Source: an optimization exercise on an open RTL-to-GDS flow (aim: small area, a short achievable clock period and few clock cycles per item). Production flows keep margins and buffers that such runs may drop. In this exercise RTL edits were held to simulation tests only and were not proved equivalent to the original.

==> flow/design.v <==
module mdu_top(
  input  logic        clk,
  input  logic        rst,
  input  logic        mdu_in_valid,
  input  logic [2:0]  funct3,
  input  logic [31:0] mdu_in_1,
  input  logic [31:0] mdu_in_2,
  input  logic        cpu_busy,
  output logic [31:0] mdu_out,
  output logic        mdu_out_valid,
  output logic        mdu_busy,
  output logic        exception
);
  logic s_pend, s_mul, s_mcor, s_dneg, s_div, s_dfix;
  logic vld;
  logic busy;
  logic [32:0] a;       
  logic [32:0] h;       
  logic [31:0] l;       
  logic        bp;      
  logic        hz;      
  logic [5:0]  cnt;     
  logic [2:0]  op;
  logic        nneg;    
  logic        dneg;    
  logic        dzr;     
  logic        exc;
  logic        c_h, c_hs, c_l31, c_l, c_inv, c_b1, c_b2, c_binv, c_ci;
  assign mdu_out       = h[31:0];
  assign mdu_out_valid = vld;
  assign mdu_busy      = busy;
  assign exception     = exc;
  wire accept = mdu_in_valid & ~busy;
  wire div_signed = ~op[0];
  wire [32:0] he = h & {33{~hz}};
  logic [31:0] sm;                              
  always_comb begin
    sm = a[31:0];
    sm = sm | (sm >> 1);
    sm = sm | (sm >> 2);
    sm = sm | (sm >> 4);
    sm = sm | (sm >> 8);
    sm = sm | (sm >> 16);
  end
  wire [31:0] hi_mask = ~(sm >> 1);             
  wire ovf = dneg & (a[31:0] == 32'd0) & (l == 32'h80000000);
  wire [47:0] r16 = {he[31:0], l[31:16]};
  wire [35:0] r4  = {he[31:0], l[31:28]};
  wire skip16 = (cnt[5] | cnt[4]) & ~|(r16[47:32]) & ~|(r16[31:0] & hi_mask);
  wire skip4  = (|cnt[5:2]) & ~|(r4[35:32]) & ~|(r4[31:0] & hi_mask);
  wire [34:0] a35 = {{2{a[32]}}, a};
  logic [34:0] add_a, add_b, sum;
  logic        sum_lsb;
  always_comb begin
    add_a = ({35{c_h}}  & {{2{h[32]}}, h}) |
            ({35{c_hs}} & {1'b0, h[32:0], 1'b0}) |
            {34'd0, c_l31 & l[31]} |
            ({35{c_l}}  & {3'd0, l});
    add_a = add_a ^ {35{c_inv}};
    add_b = (({35{c_b1}} & a35) | ({35{c_b2}} & {a35[33:0], 1'b0})) ^ {35{c_binv}};
    {sum, sum_lsb} = {add_a, 1'b1} + {add_b, c_ci};
  end
  wire q = ~sum[34];
  wire last_mul = (cnt[4:0] == 5'd1);
  wire op_mulhu = (op[1:0] == 2'd3);
  wire div_first_special = hz & (dzr | nneg);
  wire div_last = skip16 ? (cnt == 6'd16) : skip4 ? (cnt == 6'd4) : (cnt == 6'd1);
  wire fix_inv = div_signed & (op[1] ? nneg : (nneg ^ dneg));
  function automatic logic [2:0] booth(input logic b2, input logic b1, input logic b0);
    booth[0] = b1 ^ b0;
    booth[1] = (b2 & ~b1 & ~b0) | (~b2 & b1 & b0);
    booth[2] = b2 & ~(b1 & b0);
  endfunction
  wire go = accept & ~(vld & cpu_busy);           
  wire resume = s_pend & ~cpu_busy;
  logic n_mul, n_mcor, n_dneg, n_div, n_dfix, n_pend;
  always_comb begin
    n_pend = (accept & vld & cpu_busy) | (s_pend & cpu_busy);
    n_mul  = (go & ~funct3[2]) | (resume & ~op[2]) | (s_mul & ~last_mul);
    n_mcor = s_mul & last_mul & op_mulhu & l[1];
    n_dneg = s_div & hz & ~dzr & nneg;
    n_div  = (go & funct3[2]) | (resume & op[2]) | s_dneg |
             (s_div & ~div_first_special & ~div_last);
    n_dfix = (s_div & hz & dzr) | (s_div & ~div_first_special & div_last);
  end
  logic [2:0] bn;
  always_comb begin
    if (!busy)       bn = booth(mdu_in_1[1], mdu_in_1[0], 1'b0);
    else if (s_pend) bn = booth(l[1], l[0], 1'b0);
    else             bn = booth(l[3], l[2], l[1]);
  end
  wire dneg_n = busy ? dneg : (mdu_in_2[31] & ~funct3[0]);
  always_ff @(posedge clk or posedge rst) begin
    if (rst) begin
      s_pend <= 1'b0; s_mul <= 1'b0; s_mcor <= 1'b0;
      s_dneg <= 1'b0; s_div <= 1'b0; s_dfix <= 1'b0;
      vld  <= 1'b0;
      busy <= 1'b0;
    end else begin
      s_pend <= n_pend; s_mul <= n_mul; s_mcor <= n_mcor;
      s_dneg <= n_dneg; s_div <= n_div; s_dfix <= n_dfix;
      busy <= n_pend | n_mul | n_mcor | n_dneg | n_div | n_dfix;
      if ((s_mul & ~n_mul & ~n_mcor) | s_mcor | s_dfix) vld <= 1'b1;
      else if (~cpu_busy & (~busy | s_pend))             vld <= 1'b0;
    end
  end
  always_ff @(posedge clk) begin
    c_h    <= (s_mul & n_mul) | n_mcor | (n_dfix & ~dzr & op[1]);
    c_hs   <= n_div & (s_div | s_dneg);
    c_l31  <= n_div;
    c_l    <= n_dneg | (n_dfix & (dzr ? op[1] : ~op[1]));
    c_inv  <= n_dneg | (n_dfix & (dzr ? ~op[1] : fix_inv));
    c_b1   <= (n_mul & bn[0]) | n_mcor | n_div;
    c_b2   <= n_mul & bn[1];
    c_binv <= (n_mul & bn[2]) | n_div;
    c_ci   <= (n_mul & bn[2]) | (n_div & ~dneg_n) | n_dneg | (n_dfix & ~dzr & fix_inv);
  end
  always_ff @(posedge clk) begin
    if (!busy) begin
      l    <= mdu_in_1;
      if (funct3[2])
        a  <= {1'b0, mdu_in_2 ^ {32{mdu_in_2[31] & ~funct3[0]}}};
      else
        a  <= {mdu_in_2[31] & ~funct3[1], mdu_in_2};
      op   <= funct3;
      nneg <= mdu_in_1[31] & ~funct3[0];
      dneg <= mdu_in_2[31] & ~funct3[0];
      dzr  <= (mdu_in_2 == 32'd0);
      bp   <= 1'b0;
      hz   <= 1'b1;
      cnt  <= funct3[2] ? 6'd32 : 6'd16;
    end
    if (s_mul) begin
      hz  <= 1'b0;
      exc <= 1'b0;
      bp  <= l[1];
      l   <= {sum[1:0], l[31:2]};
      cnt <= cnt - 6'd1;
      if (last_mul && op[1:0] == 2'b00) h <= {1'b0, sum[1:0], l[31:2]};
      else                              h <= sum[34:2];
    end
    if (s_mcor) h <= sum[32:0];
    if (s_dneg) begin
      l  <= sum[31:0];
      h  <= 33'd0;
      hz <= 1'b0;
    end
    if (s_div) begin
      if (hz) exc <= dzr | ovf;
      if (!div_first_special) begin
        hz <= 1'b0;
        if (skip16) begin
          h <= {1'b0, r16[31:0]};
          l <= {l[15:0], 16'd0};
          cnt <= cnt - 6'd16;
        end else if (skip4) begin
          h <= {1'b0, r4[31:0]};
          l <= {l[27:0], 4'd0};
          cnt <= cnt - 6'd4;
        end else begin
          h <= q ? {1'b0, sum[31:0]} : {he[31:0], l[31]};
          l <= {l[30:0], q};
          cnt <= cnt - 6'd1;
        end
      end
    end
    if (s_dfix) h <= sum[32:0];
  end
endmodule
==> flow/run.sh <==
#!/bin/bash
# synth_recipe.tcl (not shown) runs the flow's synth.tcl, then flattens the netlist and writes it again
# the make line also repeats each setting of config.mk as NAME=value (left out here)
make -C /OpenROAD-flow-scripts/flow DESIGN_CONFIG=/design/flow/config.mk WORK_HOME=/design/flow/orfs CLKGATE_MAP_FILE= SYNTH_SCRIPT=/design/flow/synth_recipe.tcl finish
==> flow/config.mk <==
export PLATFORM = sky130hd
export DESIGN_NAME = mdu_top
export DESIGN_NICKNAME = mdu_top
export VERILOG_FILES = /design/flow/design.v
export SDC_FILE = /design/flow/constraint.sdc
export NUM_CORES = 4
export LEC_CHECK = 0
export CAP_MARGIN = 20
export CORE_MARGIN = 2
export CORE_UTILIZATION = 40
export SLEW_MARGIN = 20
==> flow/constraint.sdc <==
create_clock -name core_clock -period 10.0 [get_ports {clk}]
set_input_delay 2.0000 -clock core_clock [delete_from_list [all_inputs] [get_ports {clk}]]
set_output_delay 2.0000 -clock core_clock [all_outputs]
set_load 0.01 [all_outputs]
==> run summary <==
## layout by cell type (no fill, tap or decap), types with 37 or more instances in the layout
master / instances
a21oi_1: 176
nand2_1: 154
nor2_1: 140
xnor2_1: 127
clkdlybuf4s50_1: 105
o21ai_0: 77
dfxtp_1: 74
mux2i_1: 61
nand3_1: 48
a22oi_1: 46
ha_1: 42
edfxtp_1: 42
inv_1: 38
a222oi_1: 37
## cells in the mapped netlist, types with 12 or more instances
cell type | count | area share (%)
a21o_1 | 15 | 0.89
dfxtp_1 | 79 | 13
nor4_1 | 34 | 1.7
a31oi_1 | 23 | 1.1
inv_1 | 38 | 1.1
buf_2 | 17 | 0.67
buf_4 | 34 | 2.0
o211ai_1 | 21 | 1.2
clkbuf_1 | 117 | 3.5
a21oi_1 | 176 | 7.0
nand3_1 | 49 | 1.9
and3_1 | 12 | 0.59
nand2_1 | 154 | 4.6
mux2i_1 | 61 | 4.8
a22o_1 | 12 | 0.83
nand4_1 | 19 | 0.94
buf_1 | 22 | 0.65
nor2_1 | 141 | 4.2
edfxtp_1 | 42 | 10
a22oi_1 | 46 | 2.7
ha_1 | 42 | 4.2
a221oi_1 | 12 | 0.83
a222oi_1 | 37 | 2.9
a211oi_1 | 27 | 1.6
o22ai_1 | 23 | 1.1
o21ai_0 | 77 | 3.1
nor2b_1 | 18 | 0.89
xnor2_1 | 127 | 8.8
nor3_1 | 28 | 1.1
## sequential cells by signal (all words and copies together) (netlist names), 3 cells and up
| name | cells |
|---|---|
| a | 33 |
| op | 3 |
| h | 33 |
| l | 32 |
| cnt | 6 |
## final timing paths
path	startpoint	endpoint	slack [ns]	cells past startpoint
max	c_binv	h[27]	5.20	13
min	exc	exc	0.52	2
max reg2reg	c_binv	h[27]	5.20	13
min reg2reg	exc	exc	0.52	2
max in group asynchronous	rst	s_mul	7.93	2
min in group asynchronous	rst	vld	1.81	2
## worst max-delay path, delay by kind of cell (launching register included)
kind	cells	cell delay, ns
AO/OA/AOI/OAI	6	1.63
XOR/XNOR	2	0.36
adder cells (fa/ha/maj)	1	0.43
AND/OR/NAND/NOR	3	0.93
buffers and inverters	1	0.29
flip-flops	1	1.01
## cell families after synthesis
| logic type | Yosys count |
|---|---|
| compound gates | 559 |
| xor+xnor | 139 |
| fa+ha+maj | 43 |
| buf+inv | 234 |
| flops | 129 |
| mux | 65 |
| simple gates | 499 |
## routing by layer
layer / global-route usage, % / up-vias / part of all wire (%)
met4: 17.40 / 2 / 5.8
met1: 41.69 / 6413 / 40
met2: 48.89 / 871 / 43
met5: 0 / - / 0.024
met3: 7.180 / 175 / 11
li1: - / 6102 / -
## metrics by stage
| step | hold WS, ns | std cells |
|---|---|---|
| floorplan | 0.4917 | 1668 |
| global placement | 0.5197 | 2015 |
| detailed placement | 0.5061 | 2015 |
| CTS | 0.5270 | 2047 |
| global route | 0.5573 | 2047 |
| finish | 0.5226 | 2048 |
## layout make-up
type | instances | area share (%)
antenna | 1 | 0.01767
clock buffer | 19 | 3.058
clock inverter | 13 | 1.140
inverter | 41 | 1.087
multi-input combinational | 1305 | 60.39
sequential | 129 | 21.58
tap | 402 | 3.552
timing repair buffer | 138 | 9.173
==> flow_summary.json <==
{
  "synth_top_family_by_area": "compound AO/OA/AOI/OAI gates",
  "setup_ws_ns": 5.204,
  "ys_types": 82,
  "cts_max_path_buffers": 2,
  "postCtsHoldBufs": 0,
  "synth_fp_nets": 1782,
  "avgRoutedWirePerCell_um": 25.94,
  "finalMaxSlewViolations": 0,
  "seq_area_um2": 3055,
  "cts_made_buffers": 17,
  "cts_tree": "done",
  "critPathMaxFanout": 34,
  "postRouteWirelength_um": 53130,
  "rsz0062_at_grt": "no",
  "worstMarginPinSlew_ns": 1.098,
  "clk_pin_slew_worst_paths_ns": 0.07,
  "min_period_over_period_pct": 47.96,
  "final.fill_count": 3170,
  "crit_chain": "xnor2_1, ha_1, a21oi_1, nand2_1, a221oi_1, nand3_1, a41oi_2, xor2_2, buf_4, and2_1, a221o_1, o21ai_0, o311ai_1",
  "rows": 65,
  "slowest_delay_ns": 1.01,
  "setup.worst_path.start_class": "flop",
  "ys_async_sr_fraction_pct": 6.202,
  "synth_xor_area_share_pct": 9.707,
  "muxShareOfSynthArea_pct": 5.195,
  "ctsResizeCount": 0,
  "gp_congestion": 0.9940,
  "synth_ff_type": "dfxtp_1",
  "crit_type": "flop to flop",
  "pre_cts_ws_ns": 5.019,
  "post-route-util_pct": 45.22,
  "hpwlAfterDp_um": 38220,
  "ios": 106,
  "setup_viol": 0,
  "slowest_stage": "dfxtp_2",
  "vias_per_cell": 6.623,
  "yosysSeqAreaShare_pct": 24.11,
  "hold_viol_final": 0,
  "multi_input_area_um2": 8551,
  "cp.required_ns": 10.35,
  "clock_sinks": 129,
  "synthToLayoutAreaGrowth_pct": 12.20,
  "setup_tns_ns": 0,
  "dr.pass1.iters": 11,
  "arrival_ns": 5.14,
  "max_freq_mhz": 208.5,
  "worst_setup_path_end_kind": "flop",
  "syn_avg_cell_area_um2": 7.566,
  "cts_htree_levels": 4,
  "hold_class": "flop to flop",
  "cts_root_buf": "clkbuf_16",
  "slew_headroom_pct": 26.78,
  "coreArea_um2": 31310,
  "chipHeight_um": 181.6,
  "grtUsageTotal_pct": 31.91,
  "max_cap_viol_count": 0,
  "finalInstanceArea_um2": 14160,
  "start_util_pct": 40.30,
  "clock_latency_ns": 0.45,
  "synth_edf_count": 42,
  "grt_antenna_before_repair": 2,
  "grt_pass1_vias": 12660,
  "synth_compound_area_share_pct": 29.64,
  "die_w_um": 181.6,
  "fin_crit_ns": 4.796,
  "dieArea_um2": 32990,
  "nets": 1746,
  "antenna_left": 0,
  "placed_area_um2": 13560,
  "io_buffers": 105,
  "synth_adder_area_share_pct": 4.323,
  "grt_pass1_wl_um": 80180,
  "cts_setup_buffers": 0,
  "status": "timing/DRC/antenna clean",
  "drc": 0,
  "overflow": 0,
  "synth-simple-area-share_pct": 18.76,
  "synth_seq_cells": 129,
  "vias": 13560,
  "synth_cells": 1668,
  "fin_worst_skew_ns": 0.01816,
  "drtIter0Drc": 2121,
  "drive_gt1_share_pct": 5.775,
  "syn-cell-area_um2": 12620,
  "yosys_warnings": 1,
  "grt_max_degree": 86
}
Testbench counts, summed over its fixed seeds: cycles 32,869, ops 2,400.

afterwards: timing with drivers on the ports:
Ports are ideal in the flow. The routed layout listed here was re-timed in OpenROAD.
Step 1: set_driving_cell puts a clkbuf_16 on clk and a buf_2 on each other input, an assumption about the parent block.
Step 2, shift: input delay + t, output delay - t, t = (earliest + latest rising clock arrival at the registers) / 2. This alone moves slack from input paths to output paths.
Three values: ideal ports, drivers, drivers and shift; two values: the first two.
t (ns): 0.492
slack for setup (ns): 5.204 / 5.204 / 5.204
hold WS [ns]: 0.523 / 0.523 / 0.523
clock arrival spread, ns: 0.018 / 0.018
worst slew at a driven data input, ns: 0.05
After both steps this run still meets setup and hold. The setup slack of this run moves by 0.000 ns with the drivers and by 0.000 ns with both steps.
